Context: an optimization exercise on an open-source flow, tuned for small area and a short achievable clock period. The choices shown serve that exercise and are no tape-out recipe.
For this run, only the layout was checked, not whether the RTL still works.

==> design/flow/design.v <==
module Fifo_0(input clk, input reset,
    input  io_enq_val,
    output io_enq_rdy,
    output io_deq_val,
    input  io_deq_rdy,
    input [63:0] io_enq_dat,
    output[63:0] io_deq_dat
);
  wire[63:0] T0;
  wire[63:0] T1;
  reg [63:0] ram [3:0];
  wire[63:0] T2;
  wire[63:0] T3;
  wire do_enq;
  wire T4;
  reg[0:0] is_full;
  wire is_full_next;
  wire T5;
  wire T6;
  wire do_deq;
  wire T7;
  wire is_empty;
  wire T8;
  reg[1:0] deq_ptr;
  wire[1:0] T9;
  wire[1:0] deq_ptr_inc;
  reg[1:0] enq_ptr;
  wire[1:0] T10;
  wire[1:0] enq_ptr_inc;
  wire T11;
  wire T12;
  wire T13;
  wire T14;
  wire T15;
  wire[1:0] T16;
  wire[1:0] T17;
  wire T18;
  wire T19;
  assign io_deq_dat = T0;
  assign T0 = do_deq ? T1 : 64'h0;
  assign T1 = ram[T17];
  assign T3 = io_enq_dat;
  assign do_enq = T4 && io_enq_val;
  assign T4 = ! is_full;
  assign is_full_next = T12 ? 1'h1 : T5;
  assign T5 = T6 ? 1'h0 : is_full;
  assign T6 = do_deq && is_full;
  assign do_deq = io_deq_rdy && T7;
  assign T7 = ! is_empty;
  assign is_empty = T11 && T8;
  assign T8 = enq_ptr == deq_ptr;
  assign T9 = do_deq ? deq_ptr_inc : deq_ptr;
  assign deq_ptr_inc = deq_ptr + 2'h1;
  assign T10 = do_enq ? enq_ptr_inc : enq_ptr;
  assign enq_ptr_inc = enq_ptr + 2'h1;
  assign T11 = ! is_full;
  assign T12 = T14 && T13;
  assign T13 = enq_ptr_inc == deq_ptr;
  assign T14 = do_enq && T15;
  assign T15 = ~ do_deq;
  assign T16 = enq_ptr[1'h1:1'h0];
  assign T17 = deq_ptr[1'h1:1'h0];
  assign io_deq_val = T18;
  assign T18 = ! is_empty;
  assign io_enq_rdy = T19;
  assign T19 = ! is_full;
  always @(posedge clk) begin
    if (do_enq)
      ram[T16] <= T3;
    is_full <= reset ? 1'h0 : is_full_next;
    deq_ptr <= reset ? 2'h0 : T9;
    enq_ptr <= reset ? 2'h0 : T10;
  end
endmodule
module encode(
    input [7:0] io_rx_dat_int,
    input [7:0] io_rx_dat_int1,
    input [7:0] io_rx_dat_cent,
    output io_rx_rdy,
    input  io_rx_val,
    output[63:0] io_tx_dat,
    output io_tx_val
);
  wire[63:0] T0;
  wire[31:0] T1;
  wire[23:0] T2;
  wire[15:0] T3;
  assign io_tx_val = io_rx_val;
  assign io_tx_dat = T0;
  assign T0 = {32'h0, T1};
  assign T1 = {T2, 8'hff};
  assign T2 = {T3, io_rx_dat_cent};
  assign T3 = {io_rx_dat_int1, io_rx_dat_int};
  assign io_rx_rdy = 1'h1;
endmodule
module decode(
    input [63:0] io_rx_dat,
    output io_rx_rdy,
    input  io_rx_val,
    output[7:0] io_tx_dat_int,
    output[7:0] io_tx_dat_int1,
    output[7:0] io_tx_dat_c11,
    output[7:0] io_tx_dat_c12,
    output[7:0] io_tx_dat_c21,
    output[7:0] io_tx_dat_c22,
    output[7:0] io_tx_dat_c31,
    output[7:0] io_tx_dat_c32,
    output io_tx_val
);
  wire[7:0] T0;
  wire[7:0] T1;
  wire[7:0] T2;
  wire[7:0] T3;
  wire[7:0] T4;
  wire[7:0] T5;
  wire[7:0] T6;
  wire[7:0] T7;
  assign io_tx_val = io_rx_val;
  assign io_tx_dat_c32 = T0;
  assign T0 = io_rx_dat[6'h2f:6'h28];
  assign io_tx_dat_c31 = T1;
  assign T1 = io_rx_dat[6'h27:6'h20];
  assign io_tx_dat_c22 = T2;
  assign T2 = io_rx_dat[5'h1f:5'h18];
  assign io_tx_dat_c21 = T3;
  assign T3 = io_rx_dat[5'h17:5'h10];
  assign io_tx_dat_c12 = T4;
  assign T4 = io_rx_dat[4'hf:4'h8];
  assign io_tx_dat_c11 = T5;
  assign T5 = io_rx_dat[3'h7:1'h0];
  assign io_tx_dat_int1 = T6;
  assign T6 = io_rx_dat[6'h3f:6'h38];
  assign io_tx_dat_int = T7;
  assign T7 = io_rx_dat[6'h37:6'h30];
  assign io_rx_rdy = 1'h1;
endmodule
module Fifo_1(input clk, input reset,
    input  io_enq_val,
    output io_enq_rdy,
    output io_deq_val,
    input  io_deq_rdy,
    input [7:0] io_enq_dat_int,
    input [7:0] io_enq_dat_int1,
    input [7:0] io_enq_dat_c11,
    input [7:0] io_enq_dat_c12,
    input [7:0] io_enq_dat_c21,
    input [7:0] io_enq_dat_c22,
    input [7:0] io_enq_dat_c31,
    input [7:0] io_enq_dat_c32,
    output[7:0] io_deq_dat_int,
    output[7:0] io_deq_dat_int1,
    output[7:0] io_deq_dat_c11,
    output[7:0] io_deq_dat_c12,
    output[7:0] io_deq_dat_c21,
    output[7:0] io_deq_dat_c22,
    output[7:0] io_deq_dat_c31,
    output[7:0] io_deq_dat_c32
);
  wire[7:0] T0;
  wire[63:0] T1;
  wire[63:0] T2;
  wire[7:0] T3;
  wire[63:0] T4;
  reg [63:0] ram [3:0];
  wire[63:0] T5;
  wire[63:0] T6;
  wire[63:0] T7;
  wire[55:0] T8;
  wire[47:0] T9;
  wire[39:0] T10;
  wire[31:0] T11;
  wire[23:0] T12;
  wire[15:0] T13;
  wire do_enq;
  wire T14;
  reg[0:0] is_full;
  wire is_full_next;
  wire T15;
  wire T16;
  wire do_deq;
  wire T17;
  wire is_empty;
  wire T18;
  reg[1:0] deq_ptr;
  wire[1:0] T19;
  wire[1:0] deq_ptr_inc;
  reg[1:0] enq_ptr;
  wire[1:0] T20;
  wire[1:0] enq_ptr_inc;
  wire T21;
  wire T22;
  wire T23;
  wire T24;
  wire T25;
  wire[1:0] T26;
  wire[1:0] T27;
  wire[55:0] T28;
  wire[7:0] T29;
  wire[47:0] T30;
  wire[7:0] T31;
  wire[39:0] T32;
  wire[7:0] T33;
  wire[31:0] T34;
  wire[7:0] T35;
  wire[23:0] T36;
  wire[7:0] T37;
  wire[15:0] T38;
  wire[7:0] T39;
  wire[7:0] T40;
  wire[7:0] T41;
  wire[7:0] T42;
  wire[7:0] T43;
  wire[7:0] T44;
  wire[7:0] T45;
  wire[7:0] T46;
  wire[7:0] T47;
  wire T48;
  wire T49;
  assign io_deq_dat_c32 = T0;
  assign T0 = T1[3'h7:1'h0];
  assign T1 = do_deq ? T2 : 64'h0;
  assign T2 = {T28, T3};
  assign T3 = T4[3'h7:1'h0];
  assign T4 = ram[T27];
  assign T6 = T7;
  assign T7 = {T8, io_enq_dat_c32};
  assign T8 = {T9, io_enq_dat_c31};
  assign T9 = {T10, io_enq_dat_c22};
  assign T10 = {T11, io_enq_dat_c21};
  assign T11 = {T12, io_enq_dat_c12};
  assign T12 = {T13, io_enq_dat_c11};
  assign T13 = {io_enq_dat_int, io_enq_dat_int1};
  assign do_enq = T14 && io_enq_val;
  assign T14 = ! is_full;
  assign is_full_next = T22 ? 1'h1 : T15;
  assign T15 = T16 ? 1'h0 : is_full;
  assign T16 = do_deq && is_full;
  assign do_deq = io_deq_rdy && T17;
  assign T17 = ! is_empty;
  assign is_empty = T21 && T18;
  assign T18 = enq_ptr == deq_ptr;
  assign T19 = do_deq ? deq_ptr_inc : deq_ptr;
  assign deq_ptr_inc = deq_ptr + 2'h1;
  assign T20 = do_enq ? enq_ptr_inc : enq_ptr;
  assign enq_ptr_inc = enq_ptr + 2'h1;
  assign T21 = ! is_full;
  assign T22 = T24 && T23;
  assign T23 = enq_ptr_inc == deq_ptr;
  assign T24 = do_enq && T25;
  assign T25 = ~ do_deq;
  assign T26 = enq_ptr[1'h1:1'h0];
  assign T27 = deq_ptr[1'h1:1'h0];
  assign T28 = {T30, T29};
  assign T29 = T4[4'hf:4'h8];
  assign T30 = {T32, T31};
  assign T31 = T4[5'h17:5'h10];
  assign T32 = {T34, T33};
  assign T33 = T4[5'h1f:5'h18];
  assign T34 = {T36, T35};
  assign T35 = T4[6'h27:6'h20];
  assign T36 = {T38, T37};
  assign T37 = T4[6'h2f:6'h28];
  assign T38 = {T40, T39};
  assign T39 = T4[6'h37:6'h30];
  assign T40 = T4[6'h3f:6'h38];
  assign io_deq_dat_c31 = T41;
  assign T41 = T1[4'hf:4'h8];
  assign io_deq_dat_c22 = T42;
  assign T42 = T1[5'h17:5'h10];
  assign io_deq_dat_c21 = T43;
  assign T43 = T1[5'h1f:5'h18];
  assign io_deq_dat_c12 = T44;
  assign T44 = T1[6'h27:6'h20];
  assign io_deq_dat_c11 = T45;
  assign T45 = T1[6'h2f:6'h28];
  assign io_deq_dat_int1 = T46;
  assign T46 = T1[6'h37:6'h30];
  assign io_deq_dat_int = T47;
  assign T47 = T1[6'h3f:6'h38];
  assign io_deq_val = T48;
  assign T48 = ! is_empty;
  assign io_enq_rdy = T49;
  assign T49 = ! is_full;
  always @(posedge clk) begin
    if (do_enq)
      ram[T26] <= T6;
    is_full <= reset ? 1'h0 : is_full_next;
    deq_ptr <= reset ? 2'h0 : T19;
    enq_ptr <= reset ? 2'h0 : T20;
  end
endmodule
module Fifo_2(input clk, input reset,
    input  io_enq_val,
    output io_enq_rdy,
    output io_deq_val,
    input  io_deq_rdy,
    input [7:0] io_enq_dat_int,
    input [7:0] io_enq_dat_int1,
    input [7:0] io_enq_dat_cent,
    output[7:0] io_deq_dat_int,
    output[7:0] io_deq_dat_int1,
    output[7:0] io_deq_dat_cent
);
  wire[7:0] T0;
  wire[23:0] T1;
  wire[23:0] T2;
  wire[7:0] T3;
  wire[23:0] T4;
  reg [23:0] ram [3:0];
  wire[23:0] T5;
  wire[23:0] T6;
  wire[23:0] T7;
  wire[15:0] T8;
  wire do_enq;
  wire T9;
  reg[0:0] is_full;
  wire is_full_next;
  wire T10;
  wire T11;
  wire do_deq;
  wire T12;
  wire is_empty;
  wire T13;
  reg[1:0] deq_ptr;
  wire[1:0] T14;
  wire[1:0] deq_ptr_inc;
  reg[1:0] enq_ptr;
  wire[1:0] T15;
  wire[1:0] enq_ptr_inc;
  wire T16;
  wire T17;
  wire T18;
  wire T19;
  wire T20;
  wire[1:0] T21;
  wire[1:0] T22;
  wire[15:0] T23;
  wire[7:0] T24;
  wire[7:0] T25;
  wire[7:0] T26;
  wire[7:0] T27;
  wire T28;
  wire T29;
  assign io_deq_dat_cent = T0;
  assign T0 = T1[3'h7:1'h0];
  assign T1 = do_deq ? T2 : 24'h0;
  assign T2 = {T23, T3};
  assign T3 = T4[3'h7:1'h0];
  assign T4 = ram[T22];
  assign T6 = T7;
  assign T7 = {T8, io_enq_dat_cent};
  assign T8 = {io_enq_dat_int, io_enq_dat_int1};
  assign do_enq = T9 && io_enq_val;
  assign T9 = ! is_full;
  assign is_full_next = T17 ? 1'h1 : T10;
  assign T10 = T11 ? 1'h0 : is_full;
  assign T11 = do_deq && is_full;
  assign do_deq = io_deq_rdy && T12;
  assign T12 = ! is_empty;
  assign is_empty = T16 && T13;
  assign T13 = enq_ptr == deq_ptr;
  assign T14 = do_deq ? deq_ptr_inc : deq_ptr;
  assign deq_ptr_inc = deq_ptr + 2'h1;
  assign T15 = do_enq ? enq_ptr_inc : enq_ptr;
  assign enq_ptr_inc = enq_ptr + 2'h1;
  assign T16 = ! is_full;
  assign T17 = T19 && T18;
  assign T18 = enq_ptr_inc == deq_ptr;
  assign T19 = do_enq && T20;
  assign T20 = ~ do_deq;
  assign T21 = enq_ptr[1'h1:1'h0];
  assign T22 = deq_ptr[1'h1:1'h0];
  assign T23 = {T25, T24};
  assign T24 = T4[4'hf:4'h8];
  assign T25 = T4[5'h17:5'h10];
  assign io_deq_dat_int1 = T26;
  assign T26 = T1[4'hf:4'h8];
  assign io_deq_dat_int = T27;
  assign T27 = T1[5'h17:5'h10];
  assign io_deq_val = T28;
  assign T28 = ! is_empty;
  assign io_enq_rdy = T29;
  assign T29 = ! is_full;
  always @(posedge clk) begin
    if (do_enq)
      ram[T21] <= T6;
    is_full <= reset ? 1'h0 : is_full_next;
    deq_ptr <= reset ? 2'h0 : T14;
    enq_ptr <= reset ? 2'h0 : T15;
  end
endmodule
module EucDistBlock(
    input [63:0] io_point_0,
    input [63:0] io_point_1_,
    input [63:0] io_centroid_0___,
    input [63:0] io_centroid_1____,
    output[63:0] io_out
);
  wire[63:0] T0;
  wire[63:0] distSum_1;
  wire[63:0] T1;
  wire[127:0] T2;
  wire[63:0] T3;
  wire[63:0] T4;
  wire[63:0] distSum_0;
  wire[63:0] T5;
  wire[127:0] T6;
  wire[63:0] T7;
  wire[63:0] T8;
  assign io_out = T0;
  assign T0 = distSum_0 + distSum_1;
  assign distSum_1 = T1;
  assign T1 = T2[6'h3f:1'h0];
  assign T2 = T4 * T3;
  assign T3 = io_centroid_1____ - io_point_1_;
  assign T4 = io_centroid_1____ - io_point_1_;
  assign distSum_0 = T5;
  assign T5 = T6[6'h3f:1'h0];
  assign T6 = T8 * T7;
  assign T7 = io_centroid_0___ - io_point_0;
  assign T8 = io_centroid_0___ - io_point_0;
endmodule
module ClosestCentreN(
    input [63:0] io_in_0_,
    input [63:0] io_in_1__,
    input [63:0] io_in_2___,
    output[63:0] io_out
);
  wire[63:0] T0;
  wire[1:0] T1;
  wire[1:0] T2;
  wire T3;
  wire[63:0] T4;
  wire[63:0] T5;
  wire T6;
  wire T7;
  wire T8;
  wire[63:0] T9;
  wire[63:0] T10;
  wire T11;
  wire T12;
  assign io_out = T0;
  assign T0 = {62'h0, T1};
  assign T1 = T8 ? 2'h2 : T2;
  assign T2 = {1'h0, T3};
  assign T3 = T4 == io_in_1__;
  assign T4 = T7 ? T5 : io_in_2___;
  assign T5 = T6 ? io_in_0_ : io_in_1__;
  assign T6 = io_in_0_ <= io_in_1__;
  assign T7 = T5 <= io_in_2___;
  assign T8 = T9 == io_in_2___;
  assign T9 = T12 ? T10 : io_in_2___;
  assign T10 = T11 ? io_in_0_ : io_in_1__;
  assign T11 = io_in_0_ <= io_in_1__;
  assign T12 = T10 <= io_in_2___;
endmodule
module Mapper(
    input [7:0] io_rx_dat_int,
    input [7:0] io_rx_dat_int1,
    input [7:0] io_rx_dat_c11,
    input [7:0] io_rx_dat_c12,
    input [7:0] io_rx_dat_c21,
    input [7:0] io_rx_dat_c22,
    input [7:0] io_rx_dat_c31,
    input [7:0] io_rx_dat_c32,
    input  io_rx_val,
    output io_rx_rdy,
    output[7:0] io_tx_dat_int,
    output[7:0] io_tx_dat_int1,
    output[7:0] io_tx_dat_cent,
    output io_tx_val
);
  wire[63:0] EucDistBlock_2_io_out;
  wire[63:0] EucDistBlock_1_io_out;
  wire[63:0] EucDistBlock_0_io_out;
  wire[63:0] T0;
  wire[63:0] T1;
  wire[63:0] T2;
  wire[63:0] T3;
  wire[63:0] T4;
  wire[63:0] T5;
  wire[63:0] T6;
  wire[63:0] T7;
  wire[63:0] T8;
  wire[63:0] T9;
  wire[63:0] T10;
  wire[63:0] T11;
  wire T12;
  wire T13;
  wire[7:0] T14;
  wire[63:0] ClosestCentreN_io_out;
  assign T0 = {56'h0, io_rx_dat_c32};
  assign T1 = {56'h0, io_rx_dat_c31};
  assign T2 = {56'h0, io_rx_dat_int1};
  assign T3 = {56'h0, io_rx_dat_int};
  assign T4 = {56'h0, io_rx_dat_c22};
  assign T5 = {56'h0, io_rx_dat_c21};
  assign T6 = {56'h0, io_rx_dat_int1};
  assign T7 = {56'h0, io_rx_dat_int};
  assign T8 = {56'h0, io_rx_dat_c12};
  assign T9 = {56'h0, io_rx_dat_c11};
  assign T10 = {56'h0, io_rx_dat_int1};
  assign T11 = {56'h0, io_rx_dat_int};
  assign io_tx_val = T12;
  assign T12 = T13 ? 1'h0 : io_rx_val;
  assign T13 = ! io_rx_val;
  assign io_tx_dat_cent = T14;
  assign T14 = ClosestCentreN_io_out[3'h7:1'h0];
  assign io_tx_dat_int1 = io_rx_dat_int1;
  assign io_tx_dat_int = io_rx_dat_int;
  assign io_rx_rdy = 1'h1;
  EucDistBlock EucDistBlock_0(
       .io_point_0( T11 ),
       .io_point_1_( T10 ),
       .io_centroid_0___( T9 ),
       .io_centroid_1____( T8 ),
       .io_out( EucDistBlock_0_io_out )
  );
  EucDistBlock EucDistBlock_1(
       .io_point_0( T7 ),
       .io_point_1_( T6 ),
       .io_centroid_0___( T5 ),
       .io_centroid_1____( T4 ),
       .io_out( EucDistBlock_1_io_out )
  );
  EucDistBlock EucDistBlock_2(
       .io_point_0( T3 ),
       .io_point_1_( T2 ),
       .io_centroid_0___( T1 ),
       .io_centroid_1____( T0 ),
       .io_out( EucDistBlock_2_io_out )
  );
  ClosestCentreN ClosestCentreN(
       .io_in_0_( EucDistBlock_0_io_out ),
       .io_in_1__( EucDistBlock_1_io_out ),
       .io_in_2___( EucDistBlock_2_io_out ),
       .io_out( ClosestCentreN_io_out )
  );
endmodule
module Controller(input clk, input reset,
    input [7:0] io_rx_dat_int,
    input [7:0] io_rx_dat_int1,
    input [7:0] io_rx_dat_c11,
    input [7:0] io_rx_dat_c12,
    input [7:0] io_rx_dat_c21,
    input [7:0] io_rx_dat_c22,
    input [7:0] io_rx_dat_c31,
    input [7:0] io_rx_dat_c32,
    input  io_rx_val,
    output[7:0] io_tx_dat_int,
    output[7:0] io_tx_dat_int1,
    output[7:0] io_tx_dat_cent,
    output io_tx_val
);
  wire T0;
  wire T1;
  wire Fifo_0_io_deq_val;
  wire Mapper_io_rx_rdy;
  wire T2;
  wire[7:0] Fifo_0_io_deq_dat_c32;
  wire[7:0] Fifo_0_io_deq_dat_c31;
  wire[7:0] Fifo_0_io_deq_dat_c22;
  wire[7:0] Fifo_0_io_deq_dat_c21;
  wire[7:0] Fifo_0_io_deq_dat_c12;
  wire[7:0] Fifo_0_io_deq_dat_c11;
  wire[7:0] Fifo_0_io_deq_dat_int1;
  wire[7:0] Fifo_0_io_deq_dat_int;
  wire[7:0] Mapper_io_tx_dat_cent;
  wire[7:0] Mapper_io_tx_dat_int1;
  wire[7:0] Mapper_io_tx_dat_int;
  wire T3;
  wire Fifo_1_io_deq_val;
  wire T4;
  wire T5;
  wire T6;
  wire Fifo_1_io_enq_rdy;
  wire Mapper_io_tx_val;
  wire T7;
  wire T8;
  wire T9;
  wire T10;
  wire Fifo_0_io_enq_rdy;
  wire T11;
  wire T12;
  reg[0:0] inCounter;
  wire T13;
  wire T14;
  wire T15;
  wire T16;
  wire[7:0] T17;
  wire[7:0] Fifo_1_io_deq_dat_cent;
  wire[7:0] T18;
  wire[7:0] Fifo_1_io_deq_dat_int1;
  wire[7:0] T19;
  wire[7:0] Fifo_1_io_deq_dat_int;
  assign T0 = T2 ? 1'h0 : T1;
  assign T1 = Mapper_io_rx_rdy && Fifo_0_io_deq_val;
  assign T2 = ! T1;
  assign T3 = T4 ? 1'h0 : Fifo_1_io_deq_val;
  assign T4 = ! Fifo_1_io_deq_val;
  assign T5 = T7 ? 1'h0 : T6;
  assign T6 = Mapper_io_tx_val && Fifo_1_io_enq_rdy;
  assign T7 = ! T6;
  assign T8 = T2 ? 1'h0 : T1;
  assign T9 = T16 ? 1'h0 : T10;
  assign T10 = T11 && Fifo_0_io_enq_rdy;
  assign T11 = T12 && io_rx_val;
  assign T12 = 1'h0 == inCounter;
  assign T13 = T15 ? 1'h0 : T14;
  assign T14 = inCounter + 1'h1;
  assign T15 = inCounter == 1'h0;
  assign T16 = ! T10;
  assign io_tx_val = Fifo_1_io_deq_val;
  assign io_tx_dat_cent = T17;
  assign T17 = Fifo_1_io_deq_val ? Fifo_1_io_deq_dat_cent : 8'h0;
  assign io_tx_dat_int1 = T18;
  assign T18 = Fifo_1_io_deq_val ? Fifo_1_io_deq_dat_int1 : 8'h0;
  assign io_tx_dat_int = T19;
  assign T19 = Fifo_1_io_deq_val ? Fifo_1_io_deq_dat_int : 8'h0;
  Fifo_1 Fifo_0(.clk(clk), .reset(reset),
       .io_enq_val( T9 ),
       .io_enq_rdy( Fifo_0_io_enq_rdy ),
       .io_deq_val( Fifo_0_io_deq_val ),
       .io_deq_rdy( T8 ),
       .io_enq_dat_int( io_rx_dat_int ),
       .io_enq_dat_int1( io_rx_dat_int1 ),
       .io_enq_dat_c11( io_rx_dat_c11 ),
       .io_enq_dat_c12( io_rx_dat_c12 ),
       .io_enq_dat_c21( io_rx_dat_c21 ),
       .io_enq_dat_c22( io_rx_dat_c22 ),
       .io_enq_dat_c31( io_rx_dat_c31 ),
       .io_enq_dat_c32( io_rx_dat_c32 ),
       .io_deq_dat_int( Fifo_0_io_deq_dat_int ),
       .io_deq_dat_int1( Fifo_0_io_deq_dat_int1 ),
       .io_deq_dat_c11( Fifo_0_io_deq_dat_c11 ),
       .io_deq_dat_c12( Fifo_0_io_deq_dat_c12 ),
       .io_deq_dat_c21( Fifo_0_io_deq_dat_c21 ),
       .io_deq_dat_c22( Fifo_0_io_deq_dat_c22 ),
       .io_deq_dat_c31( Fifo_0_io_deq_dat_c31 ),
       .io_deq_dat_c32( Fifo_0_io_deq_dat_c32 )
  );
  Fifo_2 Fifo_1(.clk(clk), .reset(reset),
       .io_enq_val( T5 ),
       .io_enq_rdy( Fifo_1_io_enq_rdy ),
       .io_deq_val( Fifo_1_io_deq_val ),
       .io_deq_rdy( T3 ),
       .io_enq_dat_int( Mapper_io_tx_dat_int ),
       .io_enq_dat_int1( Mapper_io_tx_dat_int1 ),
       .io_enq_dat_cent( Mapper_io_tx_dat_cent ),
       .io_deq_dat_int( Fifo_1_io_deq_dat_int ),
       .io_deq_dat_int1( Fifo_1_io_deq_dat_int1 ),
       .io_deq_dat_cent( Fifo_1_io_deq_dat_cent )
  );
  Mapper Mapper(
       .io_rx_dat_int( Fifo_0_io_deq_dat_int ),
       .io_rx_dat_int1( Fifo_0_io_deq_dat_int1 ),
       .io_rx_dat_c11( Fifo_0_io_deq_dat_c11 ),
       .io_rx_dat_c12( Fifo_0_io_deq_dat_c12 ),
       .io_rx_dat_c21( Fifo_0_io_deq_dat_c21 ),
       .io_rx_dat_c22( Fifo_0_io_deq_dat_c22 ),
       .io_rx_dat_c31( Fifo_0_io_deq_dat_c31 ),
       .io_rx_dat_c32( Fifo_0_io_deq_dat_c32 ),
       .io_rx_val( T0 ),
       .io_rx_rdy( Mapper_io_rx_rdy ),
       .io_tx_dat_int( Mapper_io_tx_dat_int ),
       .io_tx_dat_int1( Mapper_io_tx_dat_int1 ),
       .io_tx_dat_cent( Mapper_io_tx_dat_cent ),
       .io_tx_val( Mapper_io_tx_val )
  );
  always @(posedge clk) begin
    if(reset) begin
      inCounter <= 1'h0;
    end else if(T10) begin
      inCounter <= T13;
    end
  end
endmodule
module MrSimSimulation(input clk, input reset,
    input [63:0] io_enq_dat,
    input  io_enq_val,
    output io_enq_rdy,
    output[63:0] io_deq_dat,
    output io_deq_val,
    input  io_deq_rdy
);
  wire decode_io_tx_val;
  wire[7:0] decode_io_tx_dat_c32;
  wire[7:0] decode_io_tx_dat_c31;
  wire[7:0] decode_io_tx_dat_c22;
  wire[7:0] decode_io_tx_dat_c21;
  wire[7:0] decode_io_tx_dat_c12;
  wire[7:0] decode_io_tx_dat_c11;
  wire[7:0] decode_io_tx_dat_int1;
  wire[7:0] decode_io_tx_dat_int;
  wire T0;
  wire decode_io_rx_rdy;
  wire Fifo_0_io_deq_val;
  wire[63:0] Fifo_0_io_deq_dat;
  wire Controller_io_tx_val;
  wire[7:0] Controller_io_tx_dat_cent;
  wire[7:0] Controller_io_tx_dat_int1;
  wire[7:0] Controller_io_tx_dat_int;
  wire[63:0] encode_io_tx_dat;
  wire encode_io_tx_val;
  wire T1;
  wire Fifo_1_io_deq_val;
  wire[63:0] Fifo_1_io_deq_dat;
  wire Fifo_0_io_enq_rdy;
  assign T0 = Fifo_0_io_deq_val && decode_io_rx_rdy;
  assign T1 = decode_io_rx_rdy && Fifo_0_io_deq_val;
  assign io_deq_val = Fifo_1_io_deq_val;
  assign io_deq_dat = Fifo_1_io_deq_dat;
  assign io_enq_rdy = Fifo_0_io_enq_rdy;
  Fifo_0 Fifo_0(.clk(clk), .reset(reset),
       .io_enq_val( io_enq_val ),
       .io_enq_rdy( Fifo_0_io_enq_rdy ),
       .io_deq_val( Fifo_0_io_deq_val ),
       .io_deq_rdy( T1 ),
       .io_enq_dat( io_enq_dat ),
       .io_deq_dat( Fifo_0_io_deq_dat )
  );
  Fifo_0 Fifo_1(.clk(clk), .reset(reset),
       .io_enq_val( encode_io_tx_val ),
       .io_deq_val( Fifo_1_io_deq_val ),
       .io_deq_rdy( io_deq_rdy ),
       .io_enq_dat( encode_io_tx_dat ),
       .io_deq_dat( Fifo_1_io_deq_dat )
  );
  encode encode(
       .io_rx_dat_int( Controller_io_tx_dat_int ),
       .io_rx_dat_int1( Controller_io_tx_dat_int1 ),
       .io_rx_dat_cent( Controller_io_tx_dat_cent ),
       .io_rx_val( Controller_io_tx_val ),
       .io_tx_dat( encode_io_tx_dat ),
       .io_tx_val( encode_io_tx_val )
  );
  decode decode(
       .io_rx_dat( Fifo_0_io_deq_dat ),
       .io_rx_rdy( decode_io_rx_rdy ),
       .io_rx_val( T0 ),
       .io_tx_dat_int( decode_io_tx_dat_int ),
       .io_tx_dat_int1( decode_io_tx_dat_int1 ),
       .io_tx_dat_c11( decode_io_tx_dat_c11 ),
       .io_tx_dat_c12( decode_io_tx_dat_c12 ),
       .io_tx_dat_c21( decode_io_tx_dat_c21 ),
       .io_tx_dat_c22( decode_io_tx_dat_c22 ),
       .io_tx_dat_c31( decode_io_tx_dat_c31 ),
       .io_tx_dat_c32( decode_io_tx_dat_c32 ),
       .io_tx_val( decode_io_tx_val )
  );
  Controller Controller(.clk(clk), .reset(reset),
       .io_rx_dat_int( decode_io_tx_dat_int ),
       .io_rx_dat_int1( decode_io_tx_dat_int1 ),
       .io_rx_dat_c11( decode_io_tx_dat_c11 ),
       .io_rx_dat_c12( decode_io_tx_dat_c12 ),
       .io_rx_dat_c21( decode_io_tx_dat_c21 ),
       .io_rx_dat_c22( decode_io_tx_dat_c22 ),
       .io_rx_dat_c31( decode_io_tx_dat_c31 ),
       .io_rx_dat_c32( decode_io_tx_dat_c32 ),
       .io_rx_val( decode_io_tx_val ),
       .io_tx_dat_int( Controller_io_tx_dat_int ),
       .io_tx_dat_int1( Controller_io_tx_dat_int1 ),
       .io_tx_dat_cent( Controller_io_tx_dat_cent ),
       .io_tx_val( Controller_io_tx_val )
  );
endmodule
==> design/flow/run.sh <==
#!/bin/bash
# synth_recipe.tcl (not shown) runs the flow's synth.tcl, then flattens the netlist and writes it again
# the make line also repeats each setting of config.mk as NAME=value (left out here)
make -C /OpenROAD-flow-scripts/flow DESIGN_CONFIG=/design/flow/config.mk WORK_HOME=/design/flow/orfs CLKGATE_MAP_FILE= SYNTH_SCRIPT=/design/flow/synth_recipe.tcl finish
==> design/flow/config.mk <==
export PLATFORM = sky130hd
export DESIGN_NAME = MrSimSimulation
export DESIGN_NICKNAME = MrSimSimulation
export VERILOG_FILES = /design/flow/design.v
export SDC_FILE = /design/flow/constraint.sdc
export NUM_CORES = 4
export LEC_CHECK = 0
export CAP_MARGIN = 20
export CORE_MARGIN = 2
export CORE_UTILIZATION = 40
export PLACE_DENSITY = 0.6
export SLEW_MARGIN = 20
==> design/flow/constraint.sdc <==
create_clock -name core_clock -period 17.0 [get_ports {clk}]
set_input_delay 3.4000 -clock core_clock [delete_from_list [all_inputs] [get_ports {clk}]]
set_output_delay 3.4000 -clock core_clock [all_outputs]
set_load 0.01 [all_outputs]
==> summary.txt <==
* Post-route ant nets at 0
* Drt drc at 0
* Seq/Total Area, Yosys at 38.22%
* Final setup viols at 0
* Slowest stage delay, CP at 660 ps
* Synth top area cells: edfxtp_1 37%, fa_1 15%, ha_1 11%
* GR Util met3 at 1.802%
* Yosys reg bits at 684
* Core area at 131,500 µm²
* Top Ports at 134
* Chip height at 368.1 µm
* CTS tree: built
* Site Rows at 133
* Grt ovf at 0
* Fill count at 12.11k
* Max Fclk at 0.06143 GHz
* Vias in the first global route at 34.04k
* Max cap viols at 0
* GR peak layer: met2
* Crit path required time at 17,450 ps
* Total GRT Usage at 18.77%
* Die area at 135,500 µm²
* CP Launch Type: flip-flop
* Met1 Track Usage GR at 26.79%
* Worst-path clk slew at 70 ps
* Main synth FF type: edfxtp_1
* Most common cell after layout, fill and taps aside: inv_1
* Asr flop ratio synth at 0%
* Synth warn at 4
* Grt met2 use at 30.64%
* Clock Skew at 37.05 ps
* Unique masters post-synth at 88
* Worst Max-Slew Pin Slew at 1092 ps
* Layout Cells excl Fill at 6,458
* WP data arrival at 16,730 ps
* Crit-path max FO at 33
* Top delay family on crit path: compound AO/OA/AOI/OAI gates
* Highest-count cells in the layout ignoring fill and taps: 689 x inv_1, 656 x edfxtp_1, 483 x ha_1
* 1st-pass router iterations at 8
* Number of synthesized flops with an enable pin at 656
* Crit path kind: flip-flop to flip-flop
* Hold_ws at 555.4 ps
* Slowest cell on crit path: or4_1
* Hold buffers post-CTS at 0
* Skew-Pair Late Insertion Delay at 640 ps
* Routed len/inst at 19.69 µm
* Syn Inst Count at 4,467
* Num CTS Buffers at 61
* Multi-input logic area at 29,790 µm²
* Nets@finish at 5,611
* Area Overhead vs Synth at 11.00%
* Ratio of cells with drive above 1 in the final layout at 10.61%
* CP most frequent cell: a21oi_1
* CP Buf/Inv Count at 7
* DP HPWL at 101,300 µm
* Placer Congestion at 0.9808
* Top-area cell type share of the netlist area at 37.16%
* Post-Syn Area at 53,010 µm²
* N_diodes at 0
* Die width at 368.1 µm
* Vias at 33.11k
* Placed insts at 6,335
* Slew HR at 26.68%
* Status: finished clean
* Clk sinks at 684
* Yosys top cell by area: edfxtp_1
* Starting Density at 40.33%
* Slew Viols, Final at 0
* Crit end category: flip-flop
* Clock Path Buffers at 3
* H-tree depth at 2
* Global-route wire length before repair at 199,500 µm
* Period utilization at 95.75%
* Fin crit period at 16,280 ps
* Port Buffers at 95
* Hold Vio Cnt, Final at 0
* Syn Area/Cell at 11.87 µm²
* Drt initial violations at 2,256
* Pin count of the biggest net entering global routing at 65
* Routed WL at 127,200 µm
* Root Buffer: clkbuf_16
* Antenna violations before repair at 1
* Reg area at 20,270 µm²
* HP Class: flip-flop to flip-flop
* Sum of negative setup slack at 0 ps
* Vias per cell at 5.127
cell usage after synthesis (33+ instances only):
master	n
inv_1	689
edfxtp_1	656
ha_1	483
fa_1	406
nand2_1	254
nor2_1	247
a21oi_1	193
xnor2_1	192
mux4_2	149
o21ai_0	111
nor2b_1	103
xor2_1	102
and2_1	93
a21o_1	91
clkbuf_1	73
buf_4	47
mux2i_1	39
mux2_2	35
nand4_1	34
nand3_1	33
o21bai_1	33
kinds of logic after synthesis:
family                   Yosys count  share of synthesized area [%]
AO/OA/AOI/OAI                    603                          7.369
XOR/XNOR                         295                          4.888
adder cells (fa/ha/maj)          889                          26.73
buffers and inverters            849                          6.377
flip-flops                       684                          38.22
multiplexers                     224                          7.836
other                              1                       0.007074
AND/OR/NAND/NOR                  922                          8.577
per-stage QoR:
step / utilization, % / setup slack (ps) / instance area (µm²)
6_report: 44.76 / 722.4 / 58840
5_1_grt: 44.76 / -37.29 / 58840
4_1_cts: 44.57 / 207.6 / 58590
3_5_place_dp: 43.08 / -189.0 / 56630
3_3_place_gp: 43.07 / -102.2 / 56620
2_1_floorplan: - / 1256 / 53160
cell type report:
| cell class | instances | share of cell area, % |
|---|---|---|
| multi-input cells | 2975 | 50.62 |
| flip-flops and latches | 684 | 34.45 |
| inverters | 698 | 4.453 |
| well taps | 1755 | 3.732 |
| repair buffers | 234 | 3.423 |
| clock buffers | 68 | 2.639 |
| clock inverters | 44 | 0.6783 |
worst min-delay path, stage by stage (launching register included):
cell and delay, ps:
dfxtp_1 350, o21ai_0 90, a21oi_1 60
sequential cells by signal, indices dropped and copies added (netlist names), named ones only:
register and cells:
Fifo_1.deq_ptr 2, Fifo_0.ram 256, Controller.Fifo_0.enq_ptr 2, Fifo_1.ram 72, Controller.Fifo_1.is_full 1, Controller.Fifo_1.deq_ptr 2, Fifo_0.enq_ptr 2, Fifo_1.is_full 1
Controller.Fifo_1.ram 72, Controller.Fifo_0.is_full 1, Controller.Fifo_1.enq_ptr 2, Fifo_1.enq_ptr 2, Fifo_0.deq_ptr 2, Controller.Fifo_0.deq_ptr 2, Fifo_0.is_full 1, Controller.Fifo_0.ram 256
path summary, 6_finish.rpt:
path	cells after the start	slack (ps)	start	to
worst max-delay path	61	720	Controller.Fifo_0.enq_ptr[0]$_SDFFE_PP0P_	Controller.Fifo_1.ram[3][0]$_DFFE_PP_
worst min-delay path	2	560	Fifo_1.enq_ptr[1]$_SDFFE_PP0P_	Fifo_1.enq_ptr[1]$_SDFFE_PP0P_
worst max register to register	61	720	Controller.Fifo_0.enq_ptr[0]$_SDFFE_PP0P_	Controller.Fifo_1.ram[3][0]$_DFFE_PP_
worst min register to register	2	560	Fifo_1.enq_ptr[1]$_SDFFE_PP0P_	Fifo_1.enq_ptr[1]$_SDFFE_PP0P_
timing repair:
item	4_1_cts	5_1_grt
endpoints found under the setup margin	8	8
buffers inserted	0	10
gates resized for setup	2	31
pin swaps	0	5
cloned	0	1
metal layers:
layer	up-vias	wire, µm
li1	15730	-
met4	2	3407
met2	751	59450
met1	16450	59070
met5	-	13
met3	179	5242

[re-timing with driven ports]
How much do the figures lean on ideal ports? The routed layout below was timed once more, with nothing changed but the port constraints.
Step 1: set_driving_cell puts a clkbuf_16 on clk and a buf_2 on each other input, an assumption about the parent block.
Step 2, shift: input delay + t, output delay - t, t = (earliest + latest rising clock arrival at the registers) / 2. This alone moves slack from input paths to output paths.
Three values: no drivers, after step 1, after step 2; two values: the first two.
t (ns): 0.688
slack for setup (ns): 0.722 / 0.722 / 0.722
slew at the worst register clock pin (ns): 0.07 / 0.07
pins driven straight from the clock port: 1
After both steps setup and hold are still met in this run. For this run, drivers alone change the setup slack by 0.000 ns; drivers and shift together by 0.000 ns.
